From an optimization exercise on the open Yosys and OpenROAD flow, aimed at small area and a short achievable clock period; shortcuts taken in it are not production practice.
RTL that was checked went through simulation tests only; none was proved equivalent to the original.
For run 6, only the layout was checked, not whether the RTL still works.

<file path="flow/config.mk">
export PLATFORM = sky130hd
export DESIGN_NAME = half_sigmoid
export DESIGN_NICKNAME = half_sigmoid
export VERILOG_FILES = /design/flow/design.v
export SDC_FILE = /design/flow/constraint.sdc
export NUM_CORES = 8
export LEC_CHECK = 0
export ABC_AREA = 1
export CAP_MARGIN = 20
export CORE_MARGIN = 2
export CORE_UTILIZATION = 40
export SETUP_SLACK_MARGIN = 5
export SLEW_MARGIN = 20
</file>
<file path="flow/constraint.sdc">
create_clock -name core_clock -period 9.5 [get_ports {clk}]
set_input_delay 1.9000 -clock core_clock [delete_from_list [all_inputs] [get_ports {clk}]]
set_output_delay 1.9000 -clock core_clock [all_outputs]
set_load 0.01 [all_outputs]
</file>
<file path="flow/design.v">
module recip_pl(input [9:0] m, output [11:0] a, output [3:0] d, output corr);
localparam [1535:0] TA = 1536'h40440840c41041441841c42142542942d43243643b43f44444844d45245645b46046546946e47347947e48248748d49249749d4a24a74ad4b24b84bd4c34c94cf4d44da4e04e64ec4f24f84fe50550b51151851e52552c53253954054754e55555c56356b5725795815895905985a05a85b05b85c05c95d15d95e25eb5f45fd60660f61862162b63463e64865265c66667067b68569069b6a66b16bc6c86d36df6eb6f770370f71c72973674375075e76b7797877967a47b37c27d17e07f0800;
localparam [767:0] TS = 768'h41041040e39440e39039339439350e4d454e38e61838e5d55585d56156155db7176186186175dc6d77176dd69b71d75d71b79e69e79e79e79e79e99e79e9269a69a68e7927a2aaa89ea9eab2eb2cbaebb0c30bb0d37df5e35df8f7bf7efbdfbe;
localparam [1023:0] TC = 1024'ha0000400a000008000a000a00004a0000004a0a8a80909a8a004040009040008000800040101000000000000400000004000400041000000000000000000000000010000000000000006000000000606060400200600000002020040124000020202002a000a000000000004040400090004000100400100400000;
wire [6:0] h = m[9:3];
wire [2:0] l = m[2:0];
wire [5:0] s = TS[h*6 +: 6];
wire [8:0] sl = s * l + 16;
assign a = TA[h*12 +: 12];
assign d = sl[8:5];
assign corr = TC[m];
endmodule
module half_sigmoid(
input rstn,
input clk,
input in_valid,
input [15:0] a,
output out_valid,
output [15:0] c
);
localparam DROWS = 2;                           
localparam DSTG  = (12 + DROWS - 1) / DROWS;    
localparam LAT   = 8 + DSTG;                    
reg [LAT:0] vpipe;
always @(posedge clk)
  if (!rstn) vpipe <= 0;
  else       vpipe <= {vpipe[LAT-1:0], in_valid};
assign out_valid = vpipe[LAT];
wire [4:0] E_i   = a[14:10];
wire       clp_i = (E_i > 5'd17);
reg  [9:0] M_0; reg [4:0] E_0; reg s_0, sp_0;
always @(posedge clk) begin
  M_0  <= clp_i ? 10'd0 : a[9:0];
  E_0  <= clp_i ? 5'd18 : E_i;
  s_0  <= a[15];
  sp_0 <= (a[15:1] == 15'h0200);
end
wire        ez_a = (E_0 == 5'd0);
wire [21:0] N_a  = {11'b0, 1'b1, M_0};
wire [21:0] t_a  = (N_a << 10) + (N_a << 9) - (N_a << 6) + (N_a << 2) + N_a;
wire        t21  = t_a[21];
wire [10:0] ym_a = ez_a ? 11'd0 : (t21 ? t_a[21:11] : t_a[20:10]);
reg [10:0] ym_1; reg [4:0] E_1; reg t21_1, sy_1, sp_1;
always @(posedge clk) begin
  ym_1 <= ym_a; E_1 <= E_0; t21_1 <= t21 & ~ez_a; sy_1 <= ~s_0; sp_1 <= sp_0;
end
wire [4:0]  ey_b  = E_1 + {4'b0, t21_1};
wire        big_b = ey_b >= 5'd14;                 
wire [2:0]  ysh_b = ey_b[2:0] - 3'd6;              
wire [14:0] Y_b   = {4'b0, ym_1} << ysh_b;         
wire [3:0]  ip_b  = Y_b[14:11] + {3'b0, Y_b[10]};
wire [10:0] Fa_b  = Y_b[10] ? (11'd0 - Y_b[10:0]) : Y_b[10:0];
reg  [3:0]  lz_b;
integer ib;
always @* begin
  lz_b = 4'd11;
  for (ib = 0; ib < 11; ib = ib + 1)
    if (Fa_b[ib]) lz_b = 4'd10 - ib[3:0];
end
wire [10:0] Fn_b  = Fa_b << lz_b;
wire [10:0] fm_b  = big_b ? Fn_b : ym_1;
wire [4:0]  fe_b  = big_b ? (5'd14 - {1'b0, lz_b}) : ey_b;
wire        fs_b  = sy_1 ^ (big_b & Y_b[10]);
wire [4:0]  ipv_b = big_b ? (sy_1 ? (5'd0 - {1'b0, ip_b}) : {1'b0, ip_b}) : 5'd0;
wire [14:0] ymag_b = {ey_b, ym_1[9:0]};
wire u1 = big_b ? (Fa_b >= 11'd456) : (ymag_b >= 15'h3320);
wire u2 = big_b ? (Fa_b >= 11'd645) : (ymag_b >= 15'h350a);
wire u3 = big_b ? (Fa_b >= 11'd790) : (ymag_b >= 15'h362c);
wire u4 = big_b ? (Fa_b >= 11'd912) : (ymag_b >= 15'h3720);
wire u5 = big_b ? (Fa_b >= 11'd1020) : (ymag_b >= 15'h37f7);
wire v1  = big_b ? (Fa_b >= 11'd269) : (ymag_b >= 15'h3032);
wire v2  = big_b ? (Fa_b >= 11'd380) : (ymag_b >= 15'h31ee);
wire v3  = big_b ? (Fa_b >= 11'd465) : (ymag_b >= 15'h3343);
wire v4  = big_b ? (Fa_b >= 11'd537) : (ymag_b >= 15'h3432);
wire v5  = big_b ? (Fa_b >= 11'd600) : (ymag_b >= 15'h34b0);
wire v6  = big_b ? (Fa_b >= 11'd658) : (ymag_b >= 15'h3523);
wire v7  = big_b ? (Fa_b >= 11'd710) : (ymag_b >= 15'h358c);
wire v8  = big_b ? (Fa_b >= 11'd759) : (ymag_b >= 15'h35ee);
wire v9  = big_b ? (Fa_b >= 11'd805) : (ymag_b >= 15'h364a);
wire v10 = big_b ? (Fa_b >= 11'd849) : (ymag_b >= 15'h36a1);
wire v11 = big_b ? (Fa_b >= 11'd890) : (ymag_b >= 15'h36f4);
wire v12 = big_b ? (Fa_b >= 11'd930) : (ymag_b >= 15'h3743);
wire v13 = big_b ? (Fa_b >= 11'd968) : (ymag_b >= 15'h378f);
wire v14 = big_b ? (Fa_b >= 11'd1004) : (ymag_b >= 15'h37d8);
wire [3:0] k_b = {v8, (v4 & ~v8) | v12,
                  (v2 & ~v4) | (v6 & ~v8) | (v10 & ~v12) | v14,
                  (v1 & ~v2) | (v3 & ~v4) | (v5 & ~v6) | (v7 & ~v8) |
                  (v9 & ~v10) | (v11 & ~v12) | (v13 & ~v14)};
wire [2:0] w_b = {u3, (u1 & ~u3) | u5, ~u1 | (u2 & ~u3) | (u4 & ~u5)};
reg [10:0] fm_2; reg [4:0] fe_2; reg fs_2, sp_2; reg [4:0] ipv_2; reg [3:0] k_2; reg [2:0] w_2;
always @(posedge clk) begin
  fm_2 <= fm_b; fe_2 <= fe_b; fs_2 <= fs_b; ipv_2 <= ipv_b; sp_2 <= sp_1; k_2 <= k_b; w_2 <= w_b;
end
wire [21:0] F_c  = {11'b0, fm_2};
wire [21:0] x0 = F_c << 10, x1 = F_c << 9, x2 = ~(F_c << 5), x3 = F_c << 3,
            x4 = w_2[2] ? (F_c << 2) : 22'd0, x5 = w_2[1] ? (F_c << 1) : 22'd0,
            x6 = w_2[0] ? F_c : 22'd0;
wire [21:0] s0 = x0 ^ x1 ^ x2,  c0 = {(x0 & x1) | (x0 & x2) | (x1 & x2), 1'b0};
wire [21:0] s1 = x3 ^ x4 ^ x5,  c1 = {(x3 & x4) | (x3 & x5) | (x4 & x5), 1'b0};
wire [21:0] s2 = s0 ^ c0 ^ s1,  c2 = {(s0 & c0) | (s0 & s1) | (c0 & s1), 1'b0};
wire [21:0] s3 = c1 ^ x6 ^ 22'd1, c3 = {(c1 & x6) | (c1 & 22'd1) | (x6 & 22'd1), 1'b0};
wire [21:0] s4 = s2 ^ c2 ^ s3,  c4 = {(s2 & c2) | (s2 & s3) | (c2 & s3), 1'b0};
wire [21:0] s5 = s4 ^ c4 ^ c3,  c5 = {(s4 & c4) | (s4 & c3) | (c4 & c3), 1'b0};
wire [21:0] tp_c = s5 + c5;
wire        tp21 = tp_c[21];
wire [10:0] mp_c = tp21 ? tp_c[21:11] : tp_c[20:10];
reg [10:0] mp_4; reg [4:0] fe10_4; reg tp21_4; reg [3:0] k_4; reg fs_4, sp_4; reg [4:0] ipv_4;
always @(posedge clk) begin
  mp_4 <= mp_c; fe10_4 <= fe_2 + 5'd10; tp21_4 <= tp21; k_4 <= k_2; fs_4 <= fs_2; ipv_4 <= ipv_2; sp_4 <= sp_2;
end
wire [4:0]  ep_4   = fe10_4 + {4'b0, tp21_4};
wire [4:0]  epe_e  = (ep_4 < 5'd16) ? 5'd16 : ep_4;
wire [3:0]  sh_e   = 5'd25 - epe_e;                
wire [10:0] pint_e = mp_4 >> sh_e;
wire [10:0] msk_e  = ~(11'h7ff << sh_e);
wire        stk_e  = |(mp_4 & msk_e);
wire [12:0] q3_e   = {(11'd1092 + {7'b0, k_4}), 2'b00};
wire [12:0] n_e    = fs_4 ? (q3_e + {2'b0, pint_e}) : (q3_e + {2'b11, ~pint_e} + {12'b0, ~stk_e});
wire        e27_e  = n_e[12];
wire [10:0] Mq_e   = e27_e ? n_e[12:2] : n_e[11:1];
wire [3:0]  S_e    = 5'd25 - ep_4 + {4'b0, e27_e};
reg [10:0] drem [0:DSTG];
reg [10:0] dden [0:DSTG];
reg [11:0] dq   [0:DSTG];
reg [3:0]  dS   [0:DSTG];
reg        dfs  [0:DSTG];
reg        dsp  [0:DSTG];
reg [4:0]  dipv [0:DSTG];
always @(posedge clk) begin
  drem[0] <= mp_4; dden[0] <= Mq_e; dq[0] <= 12'd0; dS[0] <= S_e;
  dfs[0] <= fs_4; dsp[0] <= sp_4; dipv[0] <= ipv_4;
end
genvar gs;
generate for (gs = 0; gs < DSTG; gs = gs + 1) begin : dstage
  reg [10:0] rem_o; reg [11:0] q_o;
  reg [11:0] r2, df; reg ge;
  integer rr, bit_i;
  always @* begin
    rem_o = drem[gs]; q_o = dq[gs];
    for (rr = 0; rr < DROWS; rr = rr + 1) begin
      bit_i = 11 - (gs*DROWS + rr);
      if (bit_i >= 0) begin
        if (bit_i == 11) r2 = {1'b0, rem_o};
        else             r2 = {rem_o, 1'b0};
        df = {1'b0, r2[10:0]} - {1'b0, dden[gs]};
        ge = r2[11] | ~df[11];
        q_o[bit_i] = ge;
        rem_o = ge ? df[10:0] : r2[10:0];
      end
    end
  end
  always @(posedge clk) begin
    drem[gs+1] <= rem_o; dq[gs+1] <= q_o; dden[gs+1] <= dden[gs];
    dS[gs+1] <= dS[gs]; dfs[gs+1] <= dfs[gs]; dsp[gs+1] <= dsp[gs]; dipv[gs+1] <= dipv[gs];
  end
end endgenerate
wire [11:0] q12_f = dq[DSTG];
wire        bq_f  = q12_f[11];
wire [3:0]  S_f   = dS[DSTG];                      
wire [10:0] Qs_f  = q12_f >> S_f;
wire [11:0] low_f = q12_f & ~(12'hfff << S_f);
wire        dstk_f = |{low_f[11:1], low_f[0] & ~bq_f};
wire [11:0] X_f = !dfs[DSTG] ? (12'd2048 + {1'b0, Qs_f[10:1], 1'b0}) :
                               (12'd2048 - {1'b0, Qs_f} - {11'b0, dstk_f});
reg [11:0] X_6; reg [4:0] ipv_6; reg sp_6;
always @(posedge clk) begin
  X_6 <= X_f; ipv_6 <= dipv[DSTG]; sp_6 <= dsp[DSTG];
end
wire        ipneg_g = ipv_6[4];
wire        ipz_g   = (ipv_6 == 5'd0);
wire [4:0]  nsh_g   = 5'd1 - ipv_6;                
wire [11:0] Xs_g    = X_6 >> nsh_g;
wire [3:0]  psh_g   = 4'd12 - ipv_6[3:0];          
wire [13:0] S_g     = {1'b0, X_6, 1'b0} + (14'd1 << psh_g);
reg  [9:0]  p1m_g; reg [4:0] ep1_g;
always @* begin
  if (ipneg_g || ipz_g) begin
    if (ipz_g && X_6[11]) begin p1m_g = {1'b0, X_6[10:2]}; ep1_g = 5'd16; end
    else                  begin p1m_g = Xs_g[9:0];         ep1_g = 5'd15; end
  end else begin
    if (S_g[13])      begin p1m_g = S_g[12:3]; ep1_g = ipv_6 + 5'd16; end
    else if (S_g[12]) begin p1m_g = S_g[11:2]; ep1_g = ipv_6 + 5'd15; end
    else              begin p1m_g = S_g[10:1]; ep1_g = ipv_6 + 5'd14; end
  end
end
reg [9:0] p1m_7; reg [4:0] ep1_7; reg sp_7;
always @(posedge clk) begin
  p1m_7 <= p1m_g; ep1_7 <= ep1_g; sp_7 <= sp_6;
end
wire [11:0] ra_h; wire [3:0] rd_h; wire rc_h;
recip_pl u_rcp(.m(p1m_7), .a(ra_h), .d(rd_h), .corr(rc_h));
reg [11:0] ra_8; reg [3:0] rd_8; reg rc_8; reg [4:0] ce_8; reg sp_8;
always @(posedge clk) begin
  ra_8 <= ra_h; rd_8 <= rd_h; rc_8 <= rc_h; ce_8 <= 5'd29 - ep1_7; sp_8 <= sp_7;
end
wire [11:0] r_i = ra_8 - {8'b0, rd_8} - {11'b0, rc_8};
reg [15:0] c_r;
always @(posedge clk) c_r <= sp_8 ? 16'hf801 : {1'b0, ce_8 + {4'b0, r_i[11]}, r_i[9:0]};
assign c = c_r;
endmodule
</file>
<file path="flow/flow/run.sh">
#!/bin/bash
# Standard ORFS layout, except that after the standard synthesis the
# combinational logic between the registers is re-mapped by ABC for area
# (flip-flops, their names and cell types are kept as synthesis made them).
set -euo pipefail
RES=$PWD/orfs/results/$FLOW_PLATFORM/half_sigmoid/base
YOSYS=$FLOW_HOME/../tools/install/yosys/bin/yosys
bash standard.sh synth > synth.log 2>&1
cp $RES/1_2_yosys.v $RES/1_2_yosys_std.v
LIB=$FLOW_HOME/platforms/$FLOW_PLATFORM/lib/sky130_fd_sc_hd__tt_025C_1v80.lib \
IN=$RES/1_2_yosys_std.v OUT=$RES/1_2_yosys.v TOP=$FLOW_TOP \
  $YOSYS -c flow/remap.tcl > remap.log 2>&1
bash standard.sh > standard.log 2>&1
</file>
<file path="flow/flow/remap.tcl">
yosys -import
set lib $::env(LIB)
set dont {}
foreach c {probe_p_8 probec_p_8} { lappend dont -dont_use sky130_fd_sc_hd__$c }
lappend dont -dont_use {sky130_fd_sc_hd__lpflow_*} -dont_use {sky130_fd_sc_hd__fill_*}
read_liberty -ignore_miss_func $lib
read_verilog $::env(IN)
hierarchy -top $::env(TOP)
set seq {}
foreach m [split [string trim [tee -q -s result.string select -list-mod =A:liberty_cell]] "\n"] { }
# keep flip-flops and tie cells as cells
foreach c [split [exec grep -o {sky130_fd_sc_hd__\(df\|conb\|dl\|sdf\|ed\)[a-z0-9_]*} $::env(IN) | sort -u] "\n"] {
  if {$c ne ""} { setattr -mod -set keep_hierarchy 1 $c; lappend seq $c }
}
flatten
opt_clean
abc -liberty $lib {*}$dont -script "+strash;dch,-f;map,-D,2500;topo;buffer;upsize;dnsize"
opt_clean -purge
foreach c $seq { blackbox $c }
hierarchy -top $::env(TOP)
hilomap -singleton -hicell sky130_fd_sc_hd__conb_1 HI -locell sky130_fd_sc_hd__conb_1 LO
splitnets
opt_clean -purge
tee -o $::env(OUT).stat stat -liberty $lib
write_verilog -noattr -noexpr -nohex -nodec $::env(OUT)
</file>
<file path="flow/standard.sh">
#!/bin/bash
# synth_recipe.tcl (not shown) runs the flow's synth.tcl, then flattens the netlist and writes it again
# the make line also repeats each setting of config.mk as NAME=value (left out here)
make -C /OpenROAD-flow-scripts/flow DESIGN_CONFIG=/design/flow/config.mk WORK_HOME=/design/flow/orfs CLKGATE_MAP_FILE= SYNTH_SCRIPT=/design/flow/synth_recipe.tcl "${@:-finish}"
</file>
==> results of run 1 <==
[registers in the layout, summed over array words and instances, names as in the netlist, 15 cells and up]
register  cells
dq           42
dden         66
drem         66
dS           28
c_r          16
vpipe        15
dipv         35
[critical path, stage by stage (launching register included)]
cell and delay [ns]:
dfxtp_1 0.31, buf_4 0.24, inv_1 0.06, buf_4 0.23, nor2_1 0.81, inv_1 0.24, o21ai_0 0.29, o31ai_1 0.11
nor2_1 0.17, inv_1 0.07, nor2_1 0.13, inv_1 0.10, xor2_1 0.17, or2_2 0.29, nand2_1 0.08, xnor2_1 0.06
o21a_1 0.12, o21ai_0 0.34, nor2_1 0.09, nor2_1 0.12, xor2_1 0.14
[repair_timing]
action	CTS	global route
endpoints found under the hold margin	0	0
setup buffers	0	13
gates resized for setup	1	21
pin swaps	0	5
endpoints found under the setup margin	8	54
gates cloned	0	1
[layout make-up]
cell class	instances	area (um2)
clock buffer	65	1370
fill	7008	37100
clock inverter	25	230
timing repair buffer	58	536
inverter	589	2260
sequential	433	8670
tap	873	1090
multi-input combinational	3110	16200
[worst min-delay path by stage]
stage | from | end | slack, ns | depth (start not counted)
final | dS[0][1] | dS[1][1] | 0.32 | 0
after detailed placement | dS[0][0] | dS[1][0] | 0.31 | 0
after global placement | dq[1][11] | dq[2][11] | 0.31 | 0
after global routing | dS[3][2] | dS[4][2] | 0.32 | 0
after CTS | dS[0][1] | dS[1][1] | 0.32 | 0
after floorplan | dS[0][0] | dS[1][0] | 0.31 | 0
[per-layer routing]
layer  vias up  GRT usage, %  part of all wire [%]
met5         -             0                     0
met4         0          7.36                   3.4
met3       175          2.42                   5.2
met2       658          33.7                    46
met1     11458          25.3                    45
li1      13762             -                     -
[per-stage QoR]
stage	instances	hold slack (ns)	setup WS [ns]
4_1_cts	5139	0.319	5.01
3_5_place_dp	5049	0.312	4.87
6_report	5153	0.319	5.25
2_1_floorplan	4178	0.310	5.98
3_3_place_gp	5049	0.310	4.91
5_1_grt	5153	0.324	4.98
[cell usage in the layout (no fill, tap or decap), drive strengths merged, types with 8 or more instances in the layout]
| cell | n |
|---|---|
| a22oi | 23 |
| nor4 | 8 |
| a21oi | 254 |
| clkdlybuf4s50 | 35 |
| inv | 586 |
| clkinv | 17 |
| mux2i | 9 |
| o221ai | 16 |
| and2 | 14 |
| nand3b | 11 |
| nor2 | 700 |
| nand3 | 157 |
| o22ai | 43 |
| xor2 | 129 |
| clkinvlp | 9 |
| o21a | 17 |
| a21boi | 20 |
| o21bai | 10 |
| nand4 | 24 |
| clkbuf | 65 |
| or2 | 51 |
| o211ai | 35 |
| o2111ai | 8 |
| dfxtp | 433 |
| o32ai | 10 |
| a31oi | 48 |
| xnor2 | 87 |
| o31ai | 16 |
| nand2 | 947 |
| o21ai | 362 |
| a211oi | 9 |
| buf | 23 |
| nor3 | 46 |
==> impl_results.md, run 1 <==
- R2R Setup Slk: around 5.2 ns
- Required time worst endpoint: 10.02 ns
- Final setup fails: 0
- Boundary Pins: 36
- Critical Path AT: 4.77 ns
- Initial core utilization: 40.5%
- GRT Total Usage: 19.7%
- Skew final: 0.00991 ns
- Setup crit start: p1m_7[7]
- Max-cap violations: 0
- CTS max path bufs: 3
- CTS Root Buffer Type: clkbuf_16
- Worst Reg-to-Reg Cells: 20
- Crit Path Class: reg -> reg
- Nets: 4260
- Total gr overflow: 0
- Startpoint Class: flop
- RSZ-0062 raised after global routing: true
- DRC viols: 0
- Share of cells above drive strength 1: 8.55%
- Syn Nets: 4197
- Slew Limit Fails: 0
- Hold Crit Class: reg -> reg
- Clock sink count: approximately 430
- Drt first pass iters: 7
- Synthesized area per cell: 6.53 um2
- Fmax: 0.235 GHz
- CTS Hold Buffers Added: 0
- Slew headroom: 32.6%
- Count of final hold-check violations: 0
- Ys Warns: 8
- CTS tree: done
- Via count: 26053
- Worst Max-Slew Pin Slew: ~1 ns
- RR Endpoint: rd_8[2]
- Wire per inst: 13.7 um
- Core Util, Final: 45.0%
- Vias in the first global route: 24042
- GP Congestion: 1.01
- Maximum net fanout on the critical path: 25
- Htree depth: 2
- Placed cell area: 28500 um2
- Status: timing/DRC/antenna clean
- Area growth syn-to-layout: 11.1%
- Vert. Die Dim: 265 um
- Largest net degree at the start of global routing: 30
- Syn Inst Count: 4178
- Final ANT Viol Nets: 0
- Min cycle time layout: 4.25 ns
- Clock transition at path regs: 0.07 ns
- Drt initial violations: 1839
- Post-DR vias/cell: 5.06
- First-pass GRT wire length: around 120000 um
- Core Box Area: 67400 um2
- Synth Cell Area: 27300 um2
- Worst-Skew Late Latency: 0.59 ns
- Crit end category: flop
- Critical Path End: rd_8[2]
- Setup TNS: 0 ns
- Die area: 70300 um2
- Final instance area: between 30000 and 40000 um2
- Port bufs: 35
- Initial antenna violation count: 0
- Post-DP HPWL: 55100 um
- Worst r2r src: p1m_7[7]
- Routed wire length: 70600 um
- Die span in x: 265 um
- Antenna diode count: 0
- CTS Buf Count: 49
- Final period util: 44.8%
- Rows: 95
==> inputs of run 2 (changes only) <==
--- a/flow/flow/run.sh
+++ b/flow/flow/run.sh
@@ -10,4 +10,4 @@
 LIB=$FLOW_HOME/platforms/$FLOW_PLATFORM/lib/sky130_fd_sc_hd__tt_025C_1v80.lib \
 IN=$RES/1_2_yosys_std.v OUT=$RES/1_2_yosys.v TOP=$FLOW_TOP \
   $YOSYS -c flow/remap.tcl > remap.log 2>&1
-bash standard.sh > standard.log 2>&1
+bash standard.sh finish BUFFER_PORTS_ARGS="-buffer_cell sky130_fd_sc_hd__buf_4" > standard.log 2>&1
--- a/flow/config.mk
+++ b/flow/config.mk
@@ -9,5 +9,6 @@
 export CAP_MARGIN = 20
 export CORE_MARGIN = 2
 export CORE_UTILIZATION = 40
+export GPL_TIMING_DRIVEN = 0
 export SETUP_SLACK_MARGIN = 5
 export SLEW_MARGIN = 20
==> run 2 against run 1 <==
  * Hold slack lost 0.0053 ns
  * Routed wire length shrank 2.3%
  * Register-to-register slack lost 0.06 ns
  * Core utilization shrank 0.054 points
  * Critical path type unchanged
  * Final cell count grew 0.37%
  * Largest cell class unchanged
  * Critical endpoint unchanged
  * Setup slack lost 0.058 ns
==> impl_results.md, run 2 <==
- Critical Path Slowest Stage Cell: dfxtp_2
- Vert. Die Dim: approximately 270 um
- Most frequent cells in the layout: nand2_1 (919), nor2_1 (654), inv_1 (530)
- Clock sink count: 433
- Most common cell after layout, fill and taps aside: nand2_1
- Final ANT Viol Nets: 0
- Seq. cell area: 8690 um2
- Post-DP HPWL: 54700 um
- Via count: roughly 26000
- Crit Path Class: reg -> reg
- Port bufs: 35
- Post-DR vias/cell: ~5.0
- CTS Root Buffer Type: clkbuf_16
- Startpoint Class: flop
- Largest net degree at the start of global routing: 30
- Maximum net fanout on the critical path: 17
- Die area: approximately 70000 um2
- RSZ-0062 raised after global routing: true
- Total gr overflow: 0
- Core Box Area: 67400 um2
- Worst r2r src: p1m_7[4]
- Setup crit start: p1m_7[4]
- Cell family with most CP delay: simple AND/OR/NAND/NOR gates
- Slowest stage delay, CP: 0.57 ns
- Hold Crit Class: reg -> reg
- Slew Limit Fails: 0
- Status: timing/DRC/antenna clean
- Final period util: 45.4%
- Initial antenna violation count: 0
- Ys Warns: 8
- Die span in x: 265 um
- Worst Max-Slew Pin Slew: 0.782 ns
- Htree depth: 2
- Drt initial violations: approximately 1400
- Syn Nets: 4197
- Synthesized area per cell: about 6.5 um2
- Multi-input gate area: 16100 um2
- Post-Place Worst Slack: 4.58 ns
- Share of cells above drive strength 1: 9.49%
- Synth Cell Area: about 27000 um2
- CP Cell Sequence: nand2_1 -> nand2_1 -> inv_1 -> nor2_1 -> nand2_1 -> nand2_1 -> a21oi_1 -> o31ai_1 -> nor2_1 -> inv_1 -> nor2_1 -> inv_1 -> xor2_1 -> or2_2 -> nand2_1 -> xnor2_1 -> o21a_1 -> o21ai_0 -> nor2_1 -> nor2_1 -> xor2_1
- Clock transition at path regs: 0.06 ns
- Area growth syn-to-layout: 11.0%
- CTS Hold Buffers Added: 0
- Syn Inst Count: between 4000 and 5000
- Fill cells: ~7000
- Count of final hold-check violations: 0
- Post-route setup slack: between 5 and 6 ns
- Slew headroom: 47.8%
- Skew final: 0.0211 ns
- Critical Path AT: 4.84 ns
- Boundary Pins: 36
- Initial core utilization: 40.5%
- Required time worst endpoint: 10.03 ns
- Drt first pass iters: 5
- Core Util, Final: 44.9%
- Fmax: 0.232 GHz
- DRC viols: 0
- First-pass GRT wire length: 115000 um
- Max-cap violations: 0
- Wire per inst: 13.3 um
- Antenna diode count: 0
- Top flop regs: dden: 66 flops, drem: 66 flops, dq: 42 flops
- GRT Total Usage: 19.5%
- GP Congestion: 0.987
- Routed wire length: 69000 um
- Worst-Skew Late Latency: 0.59 ns
- Hold path startpoint: dq[5][9]
- Crit end category: flop
- Rows: 95
- Nets: 4281
- Vias in the first global route: 24270
- Min cycle time layout: 4.31 ns
- Final setup fails: 0
- Critical path buffers and inverters: 3
- CTS tree: done
- CTS max path bufs: 3
- CTS Buf Count: 46
- Setup TNS: 0 ns
## run 2: routing by layer
| layer | track usage [%] | up-vias | wire length, um |
|---|---|---|---|
| met5 | 0 | - | 0 |
| met4 | 7.12 | 0 | 2300 |
| met3 | 2.92 | 163 | 3610 |
| met2 | 34.4 | 601 | 32400 |
| met1 | 23.9 | 11384 | 30700 |
| li1 | - | 13792 | - |
## run 2: cell type report
type                       instances  share of cell area [%]
buffer                            47                    1.04
sequential                       433                    28.7
clock buffer                      58                    4.18
timing repair buffer              36                   0.892
inverter                         589                    7.42
clock inverter                    27                    1.09
multi-input combinational       3109                    53.1
tap                              873                    3.61
## run 2: final timing paths
path	end	slack [ns]	depth (start not counted)
min reg2reg	dq[6][9]	0.31	0
max	rd_8[2]	5.19	21
max reg2reg	rd_8[2]	5.19	21
min	dq[6][9]	0.31	0
## run 2: per-stage QoR
| step | area, um2 | hold WS, ns | std cells |
|---|---|---|---|
| 2_1_floorplan | 27300 | 0.310 | 4178 |
| 3_3_place_gp | 28600 | 0.310 | 5086 |
| 3_5_place_dp | 28600 | 0.312 | 5086 |
| 4_1_cts | 30200 | 0.309 | 5171 |
| 5_1_grt | 30300 | 0.319 | 5172 |
| 6_report | 30300 | 0.314 | 5172 |
## run 2: what timing repair did
action / CTS / global route
setup buffers: 0 / 1
gates resized for setup: 4 / 18
setup endpoints to repair: 4 / 31
pin swaps: 0 / 1
==> inputs of run 3 (changes only) <==
--- a/flow/flow/remap.tcl
+++ b/flow/flow/remap.tcl
@@ -14,7 +14,7 @@
 }
 flatten
 opt_clean
-abc -liberty $lib {*}$dont -script "+strash;dch,-f;map,-D,2500;topo;buffer;upsize;dnsize"
+abc -liberty $lib {*}$dont -script "+strash;dch,-f;map,-D,2000;topo;buffer;upsize;dnsize"
 opt_clean -purge
 foreach c $seq { blackbox $c }
 hierarchy -top $::env(TOP)
==> run 3 against run 2 <==
  * Global-route usage up 1.5 points
  * First-iteration DRC count grew 64%
  * Sequential cell count did not move
  * Critical path depth fell by 5
  * Setup slack improved by 0.081 ns
  * Core utilization about the same
  * Largest cell class unchanged
  * Highest routed layer unchanged
==> impl_results.md, run 3 <==
- Wire per inst: roughly 14 um
- Rows: 99
- Largest net degree at the start of global routing: 29
- Worst Max-Slew Pin Slew: 1.08 ns
- Boundary Pins: 36
- Vert. Die Dim: 276 um
- Min cycle time layout: 4.23 ns
- Status: timing/DRC/antenna clean
- Crit Path Class: reg -> reg
- Share of cells above drive strength 1: 8.72%
- Initial core utilization: 40.5%
- Setup TNS: 0 ns
- Clock sink count: between 400 and 500
- Post-DP HPWL: around 63000 um
- GRT Total Usage: 21.0%
- Synth Cell Area: 29500 um2
- Startpoint Class: flop
- Via count: 30177
- Die span in x: 276 um
- Layout Cells excl Fill: 5704
- Slowest stage delay, CP: 1.03 ns
- Post-DR vias/cell: 5.29
- Critical Path Slowest Stage Cell: dfxtp_1
- Final period util: 44.5%
- Maximum net fanout on the critical path: 28
- Core Box Area: 73000 um2
- Syn Nets: 4638
- Slew Limit Fails: 0
- CTS Buf Count: 49
- Drt initial violations: 2327
- DRC viols: 0
- GP Congestion: 0.995
- Routed wire length: about 81000 um
- Slew headroom: between 20 and 30%
- Required time worst endpoint: ~10 ns
- Ys Warns: 8
- Initial antenna violation count: 1
- Total gr overflow: 0
- Htree depth: 2
- Port bufs: 35
- Die area: 76000 um2
- Cell family with most CP delay: simple AND/OR/NAND/NOR gates
- Antenna diode count: 0
- Clock transition at path regs: 0.06 ns
- First-pass GRT wire length: 134000 um
- Placed cell area: between 30000 and 40000 um2
- Worst-Skew Late Latency: 0.61 ns
- Hold_ws: 0.304 ns
- Count of final hold-check violations: 0
- R2R Setup Slk: 5.27 ns
- Fmax: roughly 0.24 GHz
- Most common cell after layout, fill and taps aside: nand2_1
- CTS max path bufs: 3
- Crit end category: flop
- Syn Inst Count: 4619
- Drt first pass iters: 6
- Skew final: 0.0236 ns
- Final setup fails: 0
- Nets: 4724
- Critical Path AT: 4.77 ns
- Most frequent cells in the layout: nand2_1 (1143), nor2_1 (563), inv_1 (529)
- Top flop regs: dden: 66 flops, drem: 66 flops, dq: 42 flops
- Critical path buffers and inverters: 2
- Final instance area: about 33000 um2
- Hold Crit Class: reg -> reg
- Placed Cells: 5613
- RSZ-0062 raised after global routing: false
- CP Cell Sequence: inv_1 -> nor2_1 -> nand2_1 -> o22ai_1 -> a32o_1 -> nor2_1 -> inv_1 -> o21ai_0 -> nand2_1 -> xor2_1 -> nor2_1 -> o21ai_0 -> nand2_1 -> a21boi_0 -> nand3_1 -> nand3_1
- CTS Root Buffer Type: clkbuf_16
- CTS tree: done
- Vias in the first global route: 27973
- Max-cap violations: 0
- Final ANT Viol Nets: 0
- Synthesized area per cell: around 6.4 um2
- Area growth syn-to-layout: 11.1%
[run 3: what timing repair did]
| item | in CTS | in global routing |
|---|---|---|
| endpoints found under the setup margin | 2 | 29 |
| buffers inserted | 0 | 0 |
| hold buffers | 0 | 0 |
| pin swaps | 0 | 0 |
| resized for setup | 2 | 17 |
[run 3: final cells by class]
class	instances	area (um2)
plain buffers	55	372
fillers	7623	40200
clock buffers	54	1280
clock inverters	37	493
repair buffers	35	263
multi-input cells	3557	18300
well taps	959	1200
flip-flops and latches	433	8680
inverters	574	2200
[run 3: final timing paths]
check | from | endpoint | cells past startpoint
max | p1m_7[8] | rd_8[3] | 16
min | dS[5][3] | dS[6][3] | 0
max reg2reg | p1m_7[8] | rd_8[3] | 16
min reg2reg | dS[5][3] | dS[6][3] | 0
[run 3: worst register-to-register path: stages (launching register included)]
cell and delay, ns:
dfxtp_1 1.03, inv_1 0.23, nor2_1 0.55, nand2_1 0.35
o22ai_1 0.27, a32o_1 0.15, nor2_1 0.12, inv_1 0.10
o21ai_0 0.11, nand2_1 0.10, xor2_1 0.19, nor2_1 0.05
o21ai_0 0.28, nand2_1 0.13, a21boi_0 0.31, nand3_1 0.12
nand3_1 0.08
[run 3: routing by layer]
layer  part of all wire (%)  GRT usage [%]  wire length (um)  up-vias
met5                      0              0                 0        -
met4                    3.3           7.47              2630        0
met3                    4.9           2.82              3910      181
met2                     47           36.4             37600      786
met1                     45           26.5             36400    13499
li1                       -              -                 -    15711
[run 3: through the flow]
stage          setup slack (ns)  utilization [%]
2_1_floorplan              6.34                -
3_3_place_gp               4.79             42.5
3_5_place_dp               4.92             42.5
4_1_cts                    5.05             44.9
5_1_grt                    5.00             44.9
6_report                   5.27             44.9
==> inputs of run 4 (changes only) <==
==> flow/flow/abc.constr (new file) <==
set_driving_cell sky130_fd_sc_hd__buf_1
set_load 5
--- a/flow/flow/remap.tcl
+++ b/flow/flow/remap.tcl
@@ -14,7 +14,7 @@
 }
 flatten
 opt_clean
-abc -liberty $lib {*}$dont -script "+strash;dch,-f;map,-D,2000;topo;buffer;upsize;dnsize"
+abc -liberty $lib {*}$dont -script "+strash;dch,-f;map,-D,2500;topo;buffer;upsize;dnsize" -constr flow/abc.constr
 opt_clean -purge
 foreach c $seq { blackbox $c }
 hierarchy -top $::env(TOP)
==> run 4 against run 3 <==
  * Critical endpoint is now rd_8[2]
  * Die area decreased by 8.2%
  * Core utilization decreased by 0.084 points
  * Final cell count decreased by 8.7%
  * Clock-buffer cell count increased by 5
  * Synthesized cell count decreased by 8.9%
  * Hold slack improved by 0.013 ns
  * Register-to-register slack got worse by 0.07 ns
  * Global-route usage decreased by 0.78 points
  * Synthesized area decreased by 8.3%
==> impl_results.md, run 4 <==
- Status: timing/DRC/antenna clean
- Top flop regs: dden: 66 flops, drem: 66 flops, dq: 42 flops
- Vias in the first global route: approximately 24000
- Critical Path Slowest Stage Cell: clkbuf_1
- Fmax: roughly 0.23 GHz
- Final ANT Viol Nets: 0
- Post-DP HPWL: 56400 um
- Slowest stage delay, CP: 0.60 ns
- Total gr overflow: 0
- Slew Limit Fails: 0
- Crit end category: flop
- CTS tree: done
- Core Box Area: 67000 um2
- Initial antenna violation count: 0
- Min cycle time layout: ~4.3 ns
- Crit Path Class: reg -> reg
- Syn Nets: approximately 4200
- GRT Total Usage: 20.2%
- Count of final hold-check violations: 0
- Synthesized area per cell: about 6.4 um2
- Vert. Die Dim: 264 um
- Ys Warns: 8
- Fill cells: 7061
- Slew headroom: between 40 and 50%
- Hold Crit Class: reg -> reg
- Worst r2r src: p1m_7[6]
- Clock transition at path regs: ~0.060 ns
- Maximum net fanout on the critical path: 10
- Drt first pass iters: 6
- First-pass GRT wire length: between 100000 and 150000 um
- Startpoint Class: flop
- Most frequent cells in the layout: nand2_1 (937), nor2_1 (670), inv_1 (544)
- RSZ-0062 raised after global routing: true
- Wire per inst: 13.7 um
- DRC viols: 0
- Skew final: 0.0338 ns
- WHS Path Cells: 0
- Synth Cell Area: 27100 um2
- Setup crit start: p1m_7[6]
- CTS Root Buffer Type: clkbuf_16
- Drt initial violations: 2118
- Layout Cells excl Fill: 5205
- Via count: about 26000
- Boundary Pins: 36
- Initial core utilization: 40.4%
- CTS Hold Buffers Added: 0
- Max-cap violations: 0
- Htree depth: 2
- Port bufs: 35
- Most common cell after layout, fill and taps aside: nand2_1
- Nets: 4314
- Critical Path AT: about 4.8 ns
- Rows: 95
- Largest net degree at the start of global routing: 16
- CTS Buf Count: between 40 and 50
- Hold_ws: 0.317 ns
- Post-DR vias/cell: 5.04
- CTS max path bufs: 3
- GP Congestion: 0.993
- Antenna diode count: 0
- Worst Reg-to-Reg Cells: 18
- Syn Inst Count: ~4200
- CP Cell Sequence: inv_1 -> clkbuf_1 -> buf_1 -> o21ai_0 -> nand3_1 -> o2111ai_1 -> nand2_1 -> inv_1 -> nor2_1 -> inv_1 -> o21ai_0 -> xor2_1 -> a21oi_1 -> o21a_1 -> o21ai_1 -> nor2_1 -> nor2_1 -> xor2_1
- Core Util, Final: around 45%
- Die span in x: roughly 260 um
- Routed wire length: 71300 um
- Final setup fails: 0
- Final period util: 45.3%
- Area growth syn-to-layout: 11.1%
- Placed Cells: 5118
- Clock sink count: 433
- Die area: 69700 um2
- Share of cells above drive strength 1: around 7.9%
- Setup TNS: 0 ns
- Hold path startpoint: dS[2][0]
- Worst-Skew Late Latency: 0.60 ns
- Required time worst endpoint: around 10 ns
- Worst Max-Slew Pin Slew: around 0.81 ns
-- run 4: changes by cell type in the layout (fill, tap and decap cells not counted), moves of 29 or more --
| cell | delta |
|---|---|
| nand2_1 | -206 |
| nand3_1 | -199 |
| nor2_1 | +107 |
| nand4_1 | -77 |
| o21ai_0 | -53 |
| o211ai_1 | -47 |
| nand2_2 | -33 |
| xor2_1 | +29 |
-- run 4: stage by stage --
| stage | setup WS (ns) | cell area (um2) |
|---|---|---|
| floorplan | 6.32 | 27100 |
| global placement | 4.73 | 28400 |
| detailed placement | 4.86 | 28400 |
| CTS | 5.04 | 30000 |
| global route | 4.98 | 30100 |
| finish | 5.20 | 30100 |
-- run 4: worst paths after layout --
path | to | slack [ns]
worst min-delay path | dS[3][0] | 0.32
worst max register to register | rd_8[2] | 5.20
worst min register to register | dS[3][0] | 0.32
worst max-delay path | rd_8[2] | 5.20
-- run 4: cell type report --
type	instances	area (um2)	share of cell area [%]
multi-input cells	3109	15800	52.5
well taps	873	1090	3.63
repair buffers	35	263	0.874
clock inverters	28	340	1.13
inverters	589	2210	7.35
plain buffers	79	429	1.43
flip-flops and latches	433	8670	28.8
clock buffers	59	1280	4.27
-- run 4: worst max-delay path, delay by kind of cell, from the launching register on --
family / cells / cell delay (ns)
buffers and inverters: 5 / 1.54
xor gates and xnor gates: 2 / 0.37
AOI/OAI and AO/OA: 6 / 1.23
DFF: 1 / 0.31
and+or+nand+nor: 5 / 0.76
-- run 4: timing repair --
| item | CTS | global route |
|---|---|---|
| buffers inserted | 0 | 0 |
| setup endpoints to repair | 1 | 10 |
| gates cloned | 0 | 0 |
| resized for setup | 1 | 11 |
-- run 4: metal layers --
metal | vias up | global-route usage, % | wire [um]
met3 | 165 | 2.85 | 3730
met5 | - | 0 | 0
met2 | 642 | 35.9 | 33900
li1 | 13848 | - | -
met4 | 0 | 7.02 | 2350
met1 | 11577 | 24.8 | 31300
==> inputs of run 5 (changes only) <==
--- a/flow/flow/run.sh
+++ b/flow/flow/run.sh
@@ -10,4 +10,4 @@
 LIB=$FLOW_HOME/platforms/$FLOW_PLATFORM/lib/sky130_fd_sc_hd__tt_025C_1v80.lib \
 IN=$RES/1_2_yosys_std.v OUT=$RES/1_2_yosys.v TOP=$FLOW_TOP \
   $YOSYS -c flow/remap.tcl > remap.log 2>&1
-bash standard.sh finish BUFFER_PORTS_ARGS="-buffer_cell sky130_fd_sc_hd__buf_4" > standard.log 2>&1
+bash standard.sh finish BUFFER_PORTS_ARGS="-buffer_cell sky130_fd_sc_hd__buf_4" SETUP_SLACK_MARGIN=5.7 > standard.log 2>&1
--- a/flow/flow/remap.tcl
+++ b/flow/flow/remap.tcl
@@ -14,7 +14,7 @@
 }
 flatten
 opt_clean
-abc -liberty $lib {*}$dont -script "+strash;dch,-f;map,-D,2500;topo;buffer;upsize;dnsize" -constr flow/abc.constr
+abc -liberty $lib {*}$dont -script "+strash;dch,-f;map,-D,2500;topo;buffer;upsize;dnsize"
 opt_clean -purge
 foreach c $seq { blackbox $c }
 hierarchy -top $::env(TOP)
removed: flow/flow/abc.constr
==> run 5 against run 4 <==
  * Still clean
  * First-iteration DRC count down 35%
  * Maximum frequency up 17%
  * Critical path depth up 3
  * Largest cell class unchanged
  * Highest routed layer unchanged
==> impl_results.md, run 5 <==
- Crit Path Class: reg -> reg
- Synthesized area per cell: 6.53 um2
- GP Congestion: 0.987
- Share of cells above drive strength 1: roughly 18%
- Boundary Pins: 36
- Setup TNS: 0 ns
- Startpoint Class: flop
- Hold Crit Class: reg -> reg
- Placed Cells: 5086
- Drt initial violations: 1386
- Min cycle time layout: 3.67 ns
- Critical Path Slowest Stage Cell: dfxtp_4
- Hold_ws: 0.314 ns
- Slew headroom: between 40% and 50%
- Clock sink count: 433
- Count of final hold-check violations: 0
- Drt first pass iters: 6
- Crit end category: flop
- CTS tree: done
- Seq. cell area: 8810 um2
- Worst-Skew Late Latency: roughly 0.59 ns
- Slowest stage delay, CP: 0.49 ns
- Most common cell after layout, fill and taps aside: nand2_1
- Worst Reg-to-Reg Cells: 21
- Die area: approximately 70000 um2
- Critical Path AT: 4.15 ns
- Most frequent cells in the layout: nand2_1 (873), nor2_1 (598), inv_1 (516)
- CTS max path bufs: 3
- Via count: ~27000
- CTS Root Buffer Type: clkbuf_16
- CTS Buf Count: 46
- CP Depth: 21
- Fill cells: 6848
- Syn Nets: approximately 4200
- Critical path buffers and inverters: 3
- Routed wire length: 71900 um
- Area growth syn-to-layout: 18.7%
- Antenna diode count: 0
- WHS Path Cells: 0
- Multi-input gate area: 17100 um2
- Vias in the first global route: 24391
- Ys Warns: 8
- Initial core utilization: 40.5%
- Clock transition at path regs: around 0.060 ns
- Final ANT Viol Nets: 0
- Fmax: 0.273 GHz
- Slew Limit Fails: 0
- Skew final: around 0.02 ns
- Worst Max-Slew Pin Slew: 0.841 ns
- DRC viols: 0
- Top flop regs: dden: 66 flops, drem: 66 flops, dq: 42 flops
- Max-cap violations: 0
- Maximum net fanout on the critical path: 17
- GRT Total Usage: 19.5%
- Largest net degree at the start of global routing: 30
- Core Box Area: approximately 67000 um2
- Status: timing/DRC/antenna clean
- Die span in x: 265 um
- CTS Hold Buffers Added: 0
- Rows: 95
- Synth Cell Area: 27300 um2
- CP Cell Sequence: nand2_2 -> nand2_2 -> inv_1 -> nor2_2 -> nand2_1 -> nand2_1 -> a21oi_1 -> o31ai_1 -> nor2_1 -> inv_1 -> nor2_1 -> inv_1 -> xor2_1 -> or2_2 -> nand2_1 -> xnor2_1 -> o21a_1 -> o21ai_2 -> nor2_1 -> nor2_1 -> xor2_1
- Final setup fails: 0
- Crit-path most repeated cell: nor2_1
- Wire per inst: 13.6 um
- Total gr overflow: 0
- First-pass GRT wire length: 116000 um
- Layout Cells excl Fill: 5276
- Post-route setup slack: 5.83 ns
- Post-DR vias/cell: ~5.0
- Post-Place Worst Slack: ~4.6 ns
- RSZ-0062 raised after global routing: true
- Htree depth: 2
- Final period util: 38.6%
- Syn Inst Count: about 4200
- Vert. Die Dim: approximately 270 um
- Post-DP HPWL: approximately 55000 um
- Nets: 4385
- Required time worst endpoint: 9.98 ns
- Initial antenna violation count: 0
- Cell family with most CP delay: simple AND/OR/NAND/NOR gates
- Port bufs: 35
-- run 5: cell count changes in the layout (fill, tap and decap cells not counted), moves of 45 or more --
cell	delta
dfxtp_1	-60
nor2_1	-72
nand2_1	-64
nand2_2	+56
nor2_2	+45
buf_4	+83
-- run 5: area by class of cell --
cell class | instances | area share [%]
plain buffers | 47 | 1.15
clock buffers | 58 | 3.91
clock inverters | 27 | 1.02
inverters | 589 | 7.01
multi-input cells | 3110 | 52.9
flip-flops and latches | 433 | 27.2
well taps | 873 | 3.37
repair buffers | 139 | 3.45
-- run 5: worst paths after layout --
check	from	to	slack [ns]
setup / recovery	p1m_7[4]	rd_8[2]	5.83
hold / removal	dq[5][9]	dq[6][9]	0.31
setup reg to reg	p1m_7[4]	rd_8[2]	5.83
hold reg to reg	dq[5][9]	dq[6][9]	0.31
-- run 5: metal layers --
layer  GRT usage (%)  share of wire, %  up-vias
li1                -                 -    13968
met1            23.9                44    11898
met2            34.5                48      621
met3            3.00               5.2      156
met4            7.30               3.1        0
met5               0                 0        -
-- run 5: what timing repair did --
| action | 4_1_cts | 5_1_grt |
|---|---|---|
| gates resized for setup | 60 | 377 |
| pin swaps | 7 | 105 |
| buffers inserted | 10 | 87 |
| setup endpoints to repair | 46 | 134 |
| cloned | 0 | 8 |
-- run 5: worst reg2reg max path, delay by kind of cell, from the launching register on --
family | cells | cell delay [ns]
flops | 1 | 0.49
xor+xnor | 3 | 0.32
simple gates | 11 | 1.65
compound gates | 4 | 0.68
buf+inv | 3 | 0.41
-- run 5: stage by stage --
step                instance area, um2  utilization [%]
detailed placement               28600             42.5
CTS                              30500             45.2
global route                     32400             48.1
finish                           32400             48.1
global placement                 28600             42.5
floorplan                        27300                -
==> inputs of run 6 (changes only) <==
--- a/flow/design.v
+++ b/flow/design.v
@@ -1,13 +1,10 @@
-module recip_pl(input [9:0] m, output [11:0] a, output [3:0] d, output corr);
+module recip_pl(input [9:0] m, output [11:0] a, output [5:0] s, output corr);
 localparam [1535:0] TA = 1536'h40440840c41041441841c42142542942d43243643b43f44444844d45245645b46046546946e47347947e48248748d49249749d4a24a74ad4b24b84bd4c34c94cf4d44da4e04e64ec4f24f84fe50550b51151851e52552c53253954054754e55555c56356b5725795815895905985a05a85b05b85c05c95d15d95e25eb5f45fd60660f61862162b63463e64865265c66667067b68569069b6a66b16bc6c86d36df6eb6f770370f71c72973674375075e76b7797877967a47b37c27d17e07f0800;
 localparam [767:0] TS = 768'h41041040e39440e39039339439350e4d454e38e61838e5d55585d56156155db7176186186175dc6d77176dd69b71d75d71b79e69e79e79e79e79e99e79e9269a69a68e7927a2aaa89ea9eab2eb2cbaebb0c30bb0d37df5e35df8f7bf7efbdfbe;
 localparam [1023:0] TC = 1024'ha0000400a000008000a000a00004a0000004a0a8a80909a8a004040009040008000800040101000000000000400000004000400041000000000000000000000000010000000000000006000000000606060400200600000002020040124000020202002a000a000000000004040400090004000100400100400000;
 wire [6:0] h = m[9:3];
-wire [2:0] l = m[2:0];
-wire [5:0] s = TS[h*6 +: 6];
-wire [8:0] sl = s * l + 16;
+assign s = TS[h*6 +: 6];
 assign a = TA[h*12 +: 12];
-assign d = sl[8:5];
 assign corr = TC[m];
 endmodule
 module half_sigmoid(
@@ -103,14 +100,16 @@
 wire [21:0] s5 = s4 ^ c4 ^ c3,  c5 = {(s4 & c4) | (s4 & c3) | (c4 & c3), 1'b0};
 wire [21:0] tp_c = s5 + c5;
 wire        tp21 = tp_c[21];
-wire [10:0] mp_c = tp21 ? tp_c[21:11] : tp_c[20:10];
-reg [10:0] mp_4; reg [4:0] fe10_4; reg tp21_4; reg [3:0] k_4; reg fs_4, sp_4; reg [4:0] ipv_4;
-always @(posedge clk) begin
-  mp_4 <= mp_c; fe10_4 <= fe_2 + 5'd10; tp21_4 <= tp21; k_4 <= k_2; fs_4 <= fs_2; ipv_4 <= ipv_2; sp_4 <= sp_2;
-end
-wire [4:0]  ep_4   = fe10_4 + {4'b0, tp21_4};
-wire [4:0]  epe_e  = (ep_4 < 5'd16) ? 5'd16 : ep_4;
-wire [3:0]  sh_e   = 5'd25 - epe_e;                
+wire [4:0] fe10_c = fe_2 + 5'd10;
+wire [4:0] shA_c  = (fe10_c < 5'd16) ? 5'd9 : (5'd25 - fe10_c);
+wire [4:0] shB_c  = (fe10_c < 5'd15) ? 5'd9 : (5'd24 - fe10_c);
+reg [11:0] tpt_4; reg [3:0] shA_4, shB_4, f15_4; reg tp21_4; reg [3:0] k_4; reg fs_4, sp_4; reg [4:0] ipv_4;
+always @(posedge clk) begin
+  tpt_4 <= tp_c[21:10]; shA_4 <= shA_c[3:0]; shB_4 <= shB_c[3:0]; f15_4 <= 4'd15 - fe_2[3:0];
+  tp21_4 <= tp21; k_4 <= k_2; fs_4 <= fs_2; ipv_4 <= ipv_2; sp_4 <= sp_2;
+end
+wire [10:0] mp_4   = tp21_4 ? tpt_4[11:1] : tpt_4[10:0];
+wire [3:0]  sh_e   = tp21_4 ? shB_4 : shA_4;       
 wire [10:0] pint_e = mp_4 >> sh_e;
 wire [10:0] msk_e  = ~(11'h7ff << sh_e);
 wire        stk_e  = |(mp_4 & msk_e);
@@ -118,16 +117,16 @@
 wire [12:0] n_e    = fs_4 ? (q3_e + {2'b0, pint_e}) : (q3_e + {2'b11, ~pint_e} + {12'b0, ~stk_e});
 wire        e27_e  = n_e[12];
 wire [10:0] Mq_e   = e27_e ? n_e[12:2] : n_e[11:1];
-wire [3:0]  S_e    = 5'd25 - ep_4 + {4'b0, e27_e};
 reg [10:0] drem [0:DSTG];
 reg [10:0] dden [0:DSTG];
 reg [11:0] dq   [0:DSTG];
 reg [3:0]  dS   [0:DSTG];
+reg        dt21, de27;
 reg        dfs  [0:DSTG];
 reg        dsp  [0:DSTG];
 reg [4:0]  dipv [0:DSTG];
 always @(posedge clk) begin
-  drem[0] <= mp_4; dden[0] <= Mq_e; dq[0] <= 12'd0; dS[0] <= S_e;
+  drem[0] <= mp_4; dden[0] <= Mq_e; dq[0] <= 12'd0; dS[0] <= f15_4; dt21 <= tp21_4; de27 <= e27_e;
   dfs[0] <= fs_4; dsp[0] <= sp_4; dipv[0] <= ipv_4;
 end
 genvar gs;
@@ -151,7 +150,7 @@
   end
   always @(posedge clk) begin
     drem[gs+1] <= rem_o; dq[gs+1] <= q_o; dden[gs+1] <= dden[gs];
-    dS[gs+1] <= dS[gs]; dfs[gs+1] <= dfs[gs]; dsp[gs+1] <= dsp[gs]; dipv[gs+1] <= dipv[gs];
+    dS[gs+1] <= (gs == 0) ? (dS[gs] + {3'b0, de27} - {3'b0, dt21}) : dS[gs]; dfs[gs+1] <= dfs[gs]; dsp[gs+1] <= dsp[gs]; dipv[gs+1] <= dipv[gs];
   end
 end endgenerate
 wire [11:0] q12_f = dq[DSTG];
@@ -162,38 +161,39 @@
 wire        dstk_f = |{low_f[11:1], low_f[0] & ~bq_f};
 wire [11:0] X_f = !dfs[DSTG] ? (12'd2048 + {1'b0, Qs_f[10:1], 1'b0}) :
                                (12'd2048 - {1'b0, Qs_f} - {11'b0, dstk_f});
-reg [11:0] X_6; reg [4:0] ipv_6; reg sp_6;
-always @(posedge clk) begin
-  X_6 <= X_f; ipv_6 <= dipv[DSTG]; sp_6 <= dsp[DSTG];
-end
-wire        ipneg_g = ipv_6[4];
-wire        ipz_g   = (ipv_6 == 5'd0);
-wire [4:0]  nsh_g   = 5'd1 - ipv_6;                
-wire [11:0] Xs_g    = X_6 >> nsh_g;
-wire [3:0]  psh_g   = 4'd12 - ipv_6[3:0];          
-wire [13:0] S_g     = {1'b0, X_6, 1'b0} + (14'd1 << psh_g);
-reg  [9:0]  p1m_g; reg [4:0] ep1_g;
+wire [4:0] ipv_f = dipv[DSTG];
+wire       pos_f = ~ipv_f[4] & (ipv_f != 5'd0);
+wire       zr_f  = (ipv_f == 5'd0);
+wire [4:0] sa_f  = pos_f ? (5'd12 - ipv_f) : (5'd1 - ipv_f);
+reg [11:0] X_6; reg pos_6, zr_6; reg [3:0] sa_6; reg sp_6;
+always @(posedge clk) begin
+  X_6 <= X_f; pos_6 <= pos_f; zr_6 <= zr_f; sa_6 <= sa_f[3:0] | {4{sa_f[4]}}; sp_6 <= dsp[DSTG];
+end
+wire [11:0] Xs_g = X_6 >> sa_6;                      
+wire [13:0] S_g  = {1'b0, X_6, 1'b0} + (14'd1 << sa_6);  
+reg  [9:0]  p1m_g; reg [4:0] ce_g;                    
 always @* begin
-  if (ipneg_g || ipz_g) begin
-    if (ipz_g && X_6[11]) begin p1m_g = {1'b0, X_6[10:2]}; ep1_g = 5'd16; end
-    else                  begin p1m_g = Xs_g[9:0];         ep1_g = 5'd15; end
+  if (!pos_6) begin
+    if (zr_6 && X_6[11]) begin p1m_g = {1'b0, X_6[10:2]}; ce_g = 5'd13; end
+    else                 begin p1m_g = Xs_g[9:0];         ce_g = 5'd14; end
   end else begin
-    if (S_g[13])      begin p1m_g = S_g[12:3]; ep1_g = ipv_6 + 5'd16; end
-    else if (S_g[12]) begin p1m_g = S_g[11:2]; ep1_g = ipv_6 + 5'd15; end
-    else              begin p1m_g = S_g[10:1]; ep1_g = ipv_6 + 5'd14; end
+    if (S_g[13])      begin p1m_g = S_g[12:3]; ce_g = 5'd1 + {1'b0, sa_6}; end
+    else if (S_g[12]) begin p1m_g = S_g[11:2]; ce_g = 5'd2 + {1'b0, sa_6}; end
+    else              begin p1m_g = S_g[10:1]; ce_g = 5'd3 + {1'b0, sa_6}; end
   end
 end
-reg [9:0] p1m_7; reg [4:0] ep1_7; reg sp_7;
-always @(posedge clk) begin
-  p1m_7 <= p1m_g; ep1_7 <= ep1_g; sp_7 <= sp_6;
-end
-wire [11:0] ra_h; wire [3:0] rd_h; wire rc_h;
-recip_pl u_rcp(.m(p1m_7), .a(ra_h), .d(rd_h), .corr(rc_h));
-reg [11:0] ra_8; reg [3:0] rd_8; reg rc_8; reg [4:0] ce_8; reg sp_8;
-always @(posedge clk) begin
-  ra_8 <= ra_h; rd_8 <= rd_h; rc_8 <= rc_h; ce_8 <= 5'd29 - ep1_7; sp_8 <= sp_7;
-end
-wire [11:0] r_i = ra_8 - {8'b0, rd_8} - {11'b0, rc_8};
+reg [9:0] p1m_7; reg [4:0] ce_7; reg sp_7;
+always @(posedge clk) begin
+  p1m_7 <= p1m_g; ce_7 <= ce_g; sp_7 <= sp_6;
+end
+wire [11:0] ra_h; wire [5:0] rs_h; wire rc_h;
+recip_pl u_rcp(.m(p1m_7), .a(ra_h), .s(rs_h), .corr(rc_h));
+reg [11:0] ra_8; reg [5:0] rs_8; reg [2:0] rl_8; reg rc_8; reg [4:0] ce_8; reg sp_8;
+always @(posedge clk) begin
+  ra_8 <= ra_h; rs_8 <= rs_h; rl_8 <= p1m_7[2:0]; rc_8 <= rc_h; ce_8 <= ce_7; sp_8 <= sp_7;
+end
+wire [8:0]  sl_i = rs_8 * rl_8 + 9'd16;
+wire [11:0] r_i  = ra_8 - {8'b0, sl_i[8:5]} - {11'b0, rc_8};
 reg [15:0] c_r;
 always @(posedge clk) c_r <= sp_8 ? 16'hf801 : {1'b0, ce_8 + {4'b0, r_i[11]}, r_i[9:0]};
 assign c = c_r;
--- a/flow/flow/run.sh
+++ b/flow/flow/run.sh
@@ -10,4 +10,4 @@
 LIB=$FLOW_HOME/platforms/$FLOW_PLATFORM/lib/sky130_fd_sc_hd__tt_025C_1v80.lib \
 IN=$RES/1_2_yosys_std.v OUT=$RES/1_2_yosys.v TOP=$FLOW_TOP \
   $YOSYS -c flow/remap.tcl > remap.log 2>&1
-bash standard.sh finish BUFFER_PORTS_ARGS="-buffer_cell sky130_fd_sc_hd__buf_4" SETUP_SLACK_MARGIN=5.7 > standard.log 2>&1
+bash standard.sh finish BUFFER_PORTS_ARGS="-buffer_cell sky130_fd_sc_hd__buf_4" SETUP_SLACK_MARGIN=6.0 > standard.log 2>&1
==> flow/flow/abc.constr (new file) <==
set_driving_cell sky130_fd_sc_hd__buf_1
set_load 5
--- a/flow/flow/remap.tcl
+++ b/flow/flow/remap.tcl
@@ -14,7 +14,7 @@
 }
 flatten
 opt_clean
-abc -liberty $lib {*}$dont -script "+strash;dch,-f;map,-D,2500;topo;buffer;upsize;dnsize"
+abc -liberty $lib {*}$dont -script "+strash;dch,-f;map,-D,2500;topo;buffer;upsize;dnsize" -constr flow/abc.constr
 opt_clean -purge
 foreach c $seq { blackbox $c }
 hierarchy -top $::env(TOP)
==> run 6 against run 5 <==
  * Maximum frequency is 3.0% lower
  * Final cell count is 7.5% higher
  * Setup slack worse by 0.11 ns
  * Via count is 8.5% higher
  * Clock-buffer cell count is 6 higher
  * First-iteration DRC count is 53% higher
  * Critical path depth is 6 higher
  * Clock skew is 0.0050 ns higher
  * Non-clock buffer count is 289 higher
  * Critical endpoint is now drem[4][7]
  * Highest routed layer unchanged
==> impl_results.md, run 6 <==
- Share of cells above drive strength 1: 26.8%
- Vert. Die Dim: roughly 270 um
- Rows: 96
- Setup crit start: dden[3][1]
- Initial core utilization: 40.2%
- CTS Buf Count: 48
- Worst-Skew Late Latency: about 0.59 ns
- Final ANT Viol Nets: 0
- Most common cell after layout, fill and taps aside: nand2_1
- Status: timing/DRC/antenna clean
- Die span in x: 266 um
- Ys Warns: 8
- Crit Path Class: reg -> reg
- Port bufs: 35
- Syn Nets: 4325
- Wire per inst: 14.4 um
- Fmax: around 0.26 GHz
- Hold_ws: 0.308 ns
- Worst Reg-to-Reg Cells: 27
- CTS max path bufs: 3
- GP Congestion: just under 1
- Most frequent cells in the layout: nand2_1 (817), nor2_1 (602), inv_1 (541)
- Routed wire length: 81700 um
- Boundary Pins: 36
- First-pass GRT wire length: 126000 um
- Count of final hold-check violations: 0
- CTS tree: done
- CTS Root Buffer Type: clkbuf_16
- Placed cell area: 28900 um2
- WHS Path Cells: 0
- Antenna diode count: 0
- Fill cells: between 6000 and 7000
- WHS Endpoint: dq[4][10]
- Core Box Area: ~68000 um2
- DRC viols: 0
- Synth Cell Area: between 20000 and 30000 um2
- Total gr overflow: 0
- Final setup fails: 0
- Slowest stage delay, CP: 0.36 ns
- Min cycle time layout: 3.78 ns
- Worst Max-Slew Pin Slew: roughly 0.89 ns
- Top flop regs: dden: 66 flops, drem: 66 flops, dq: 42 flops
- Drt first pass iters: 5
- Largest net degree at the start of global routing: 15
- Worst r2r src: dden[3][1]
- Initial antenna violation count: 1
- Crit-path most repeated cell: o21ai_2
- Slew headroom: 40.3%
- Via count: between 20000 and 30000
- Startpoint Class: flop
- R2R Setup Slk: 5.72 ns
- Htree depth: 2
- Final period util: 39.8%
- Clock sink count: 448
- Setup TNS: 0 ns
- Syn Inst Count: 4306
- Final instance area: about 37000 um2
- Maximum net fanout on the critical path: 5
- Drt initial violations: 2127
- Post-DR vias/cell: approximately 5.1
- Die area: 70900 um2
- Hold path startpoint: dq[3][10]
- RSZ-0062 raised after global routing: true
- Synthesized area per cell: 6.39 um2
- Area growth syn-to-layout: 33.4%
- Hold Crit Class: reg -> reg
- Max-cap violations: 0
- Skew final: around 0.025 ns
- GRT Total Usage: 21.3%
- Clock transition at path regs: 0.06 ns
- Vias in the first global route: about 27000
- Nets: 4774
- RR Endpoint: drem[4][7]
- Post-DP HPWL: approximately 56000 um
- Slew Limit Fails: 0
- Crit end category: flop
- Critical Path Slowest Stage Cell: dfxtp_4
- Critical Path AT: 4.26 ns
- Required time worst endpoint: 9.97 ns
run 6: per-layer routing:
layer  global-route usage, %  routed length (um)  vias up
met4                    7.55                2630        0
li1                        -                   -    14827
met1                    25.9               34700    13155
met3                    3.14                3870      184
met5                       0                   0        -
met2                    38.0               40400      731
run 6: what timing repair did:
item / CTS / global route
pin swaps: 117 / 270
endpoints found under the setup margin: 133 / 140
gates cloned: 16 / 4
setup buffers: 193 / 151
hold buffers: 0 / 0
hold endpoints to repair: 0 / 0
resized for setup: 382 / 709
run 6: final cells by class:
| type | count | area [um2] | area share [%] |
|---|---|---|---|
| clock buffers | 64 | 1370 | 3.74 |
| clock inverters | 23 | 313 | 0.852 |
| inverters | 611 | 2370 | 6.46 |
| repair inverters | 2 | 15.0 | 0.0409 |
| repair buffers | 393 | 3220 | 8.78 |
| multi-input cells | 3169 | 18600 | 50.8 |
| flip-flops and latches | 448 | 9080 | 24.7 |
| plain buffers | 82 | 589 | 1.61 |
| well taps | 882 | 1100 | 3.01 |
run 6: worst max-delay path, delay by kind of cell, from the launching register on:
family | cells | cell delay, ns
AND/OR/NAND/NOR | 10 | 1.14
AO/OA/AOI/OAI | 12 | 1.55
flip-flops | 1 | 0.36
buffers and inverters | 5 | 0.61
run 6: worst max path at each step:
stage | endpoint | slack (ns) | cells after the start
floorplan | c_r[13] | 6.25 | 21
global placement | dden[0][6] | 5.24 | 21
detailed placement | dden[0][6] | 5.31 | 21
CTS | drem[3][8] | 5.83 | 25
global route | drem[4][7] | 5.46 | 27
finish | drem[4][7] | 5.72 | 27
run 6: metrics by stage:
step                worst slack [ns]  instances  util, %
finish                          5.72       5674     53.7
CTS                             5.83       5519     48.7
global route                    5.46       5674     53.7
floorplan                       6.25       4306        -
detailed placement              5.31       5223     42.2
global placement                5.24       5223     42.2

what the ideal ports hide:
The results above use ideal ports. As a check the final layouts listed here were re-extracted and re-timed, cells and wires unchanged. Step 1, drivers: a clkbuf_16 drives clk and a buf_2 each remaining input, both assumed. Step 2 also shifts input and output timing later by t, the mid clock arrival at the registers, as if the neighbouring blocks saw the same clock. Three values: ideal ports, drivers, drivers and shift; two values: the first two.
run | shift t [ns] | setup WS [ns] | hold WS [ns] | latest minus earliest clock arrival (ns)
run 1 | 0.642 | 5.245 / 5.245 / 5.245 | 0.319 / 0.319 / 0.319 | 0.014 / 0.014
run 2 | 0.649 | 5.187 / 5.187 / 5.187 | 0.314 / 0.314 / 0.314 | 0.025 / 0.025
run 3 | 0.661 | 5.268 / 5.268 / 5.268 | 0.304 / 0.304 / 0.304 | 0.029 / 0.029
run 4 | 0.653 | 5.199 / 5.199 / 5.199 | 0.317 / 0.317 / 0.317 | 0.039 / 0.040
run 5 | 0.649 | 5.830 / 5.830 / 5.830 | 0.314 / 0.314 / 0.314 | 0.023 / 0.024
run 6 | 0.644 | 5.716 / 5.716 / 5.716 | 0.308 / 0.308 / 0.308 | 0.028 / 0.028
After both steps setup and hold are still met in every run listed.
